From an optimization exercise on the open Yosys and OpenROAD flow, aimed at small area, a short achievable clock period and few clock cycles; shortcuts taken in it are not production practice. Only simulation tests tie the RTL to the original design; equivalence was not proved.

// bitcoin_hash
module bitcoin_hash(
  input logic clk, reset_n, start,
  input logic [31:0] message_addr, output_addr,
  output logic done, mem_we,
  output logic [15:0] mem_addr,
  output logic [31:0] mem_write_data,
  input logic [31:0] mem_read_data);
Settings: LEC_CHECK=0, ABC_AREA=1, CAP_MARGIN=20, CORE_MARGIN=2, CORE_UTILIZATION=65, CTS_CLUSTER_DIAMETER=60, CTS_CLUSTER_SIZE=30, PLACE_DENSITY=0.75, SLEW_MARGIN=20; clock period 10.0 ns.
standard.sh (not shown) runs the stock make flow with config.mk's settings and CLKGATE_MAP_FILE= SYNTH_SCRIPT=/design/flow/synth_recipe.tcl, a recipe that flattens the netlist after the stock synthesis.
==> flow/flow/run.sh <==
#!/bin/bash
# The standard layout (standard.sh: the standard synthesis and ORFS flow
# with config.mk's settings), with only the setup repair's slack margin
# raised to 6.3 ns: repair_timing then works the paths down toward 3.7 ns.
# The clock, the constraints and every other step are the standard ones.
# The whole make output goes to standard_flow.log in the work folder.
set -euo pipefail
cd "$(dirname "$0")/.."
bash standard.sh SETUP_SLACK_MARGIN=6.3 finish > standard_flow.log 2>&1
Testbench counts at the start, summed over its fixed seeds: cycles 83,592.
Next try:
--- a/flow/design.v
+++ b/flow/design.v
@@ -72,55 +72,43 @@
       6'd58: kc = 32'h78a5636f;
       6'd59: kc = 32'h84c87814;
       6'd60: kc = 32'h8cc70208;
       6'd61: kc = 32'h90befffa;
       6'd62: kc = 32'ha4506ceb;
       6'd63: kc = 32'hbef9a3f7;
       default: kc = 32'h0;
     endcase
   endfunction
   function automatic logic [31:0] ivw(input logic [2:0] idx);
-    case (idx)
-      3'd0: ivw = 32'h6a09e667;
-      3'd1: ivw = 32'hbb67ae85;
-      3'd2: ivw = 32'h3c6ef372;
-      3'd3: ivw = 32'ha54ff53a;
-      3'd4: ivw = 32'h510e527f;
-      3'd5: ivw = 32'h9b05688c;
-      3'd6: ivw = 32'h1f83d9ab;
-      default: ivw = 32'h5be0cd19;
-    endcase
+    ivw = IV[255 - 32*idx -: 32];
   endfunction
   function automatic logic [31:0] rotr(input logic [31:0] x, input int k);
     rotr = (x >> k) | (x << (32 - k));
   endfunction
   logic [2:0]  ph;
   logic [6:0]  c;
   logic [3:0]  n;
   logic        wpend;    
   logic [15:0] oaddr;    
   logic [31:0] a1, a2, a3, e, f, g, h, t1;
   logic [31:0] p, r, pk;
   logic [31:0] w [1:15];
   logic        f_iv;     
   assign mem_write_data = w[1];
   logic [31:0] bs1, ch, u1, v1, u2, v2, newT1, newE;
   assign bs1 = rotr(e, 6) ^ rotr(e, 11) ^ rotr(e, 25);
   assign ch  = (e & f) ^ (~e & g);
   assign u1 = p ^ bs1 ^ ch;
   assign v1 = ((p & bs1) | (p & ch) | (bs1 & ch)) << 1;
   assign newT1 = u1 + v1;
-  logic [31:0] u8, v8;
-  assign u8 = p ^ a3 ^ ch;
-  assign v8 = ((p & a3) | (p & ch) | (a3 & ch)) << 1;
-  assign u2 = u8 ^ v8 ^ bs1;
-  assign v2 = ((u8 & v8) | (u8 & bs1) | (v8 & bs1)) << 1;
+  assign u2 = a3 ^ u1 ^ v1;
+  assign v2 = ((a3 & u1) | (a3 & v1) | (u1 & v1)) << 1;
   assign newE = u2 + v2;
   logic [31:0] bs0, maj, u3, v3, newA;
   assign bs0 = rotr(a1, 2) ^ rotr(a1, 13) ^ rotr(a1, 22);
   assign maj = (a1 & a2) ^ (a1 & a3) ^ (a2 & a3);
   assign u3 = t1 ^ bs0 ^ maj;
   assign v3 = ((t1 & bs0) | (t1 & maj) | (bs0 & maj)) << 1;
   assign newA = u3 + v3;
   logic [31:0] px, u4, v4;
   assign px = f_iv ? IV[31:0] : g;
   assign pk = kc(c[5:0]);
Outcome:
- The changed run completed with no timing, DRC or antenna violations
- non-clock buffer count grows by 8
- global-route usage shrinks by 2.2 points
- worst hold slack improves by 0.0032 ns
- sequential cell count shrinks by 1
- final cell count shrinks by 2.2%
- wire length shrinks by 6.9%
- utilization grows by 1.7 points
- sequential share of layout area hardly moves
Testbench counts after the change, summed over its fixed seeds: cycles 83,592.

[separate check: timing with driven ports]
In the flow no input, the clock included, has a driving cell. The finished layouts below were timed again as built, in two steps. Step 1 (the two cells are an assumption about what drives the block):
set clk [get_ports {clk}]
set_driving_cell -lib_cell sky130_fd_sc_hd__clkbuf_16 $clk
set_driving_cell -lib_cell sky130_fd_sc_hd__buf_2 [delete_from_list [all_inputs] $clk]
Step 2 times the ports against the registers' clock, not the clock port: input delays grow and output delays shrink by t, the midpoint of the rising clock arrivals with the driver on. a / b / c = ideal ports / drivers / drivers and shift; a / b = the first two.
run	t, ns	setup slack, ns	hold slack, ns	latest minus earliest clock arrival (ns)
the first run	0.770	5.952 / 5.952 / 5.725	0.318 / 0.318 / 0.318	0.073 / 0.072
the second run	0.767	6.075 / 6.075 / 6.075	0.322 / 0.322 / 0.322	0.072 / 0.072
After both steps setup and hold are still met in every run listed. For the first run, which loses most, drivers alone change the setup slack by 0.000 ns; drivers and shift together by -0.227 ns.
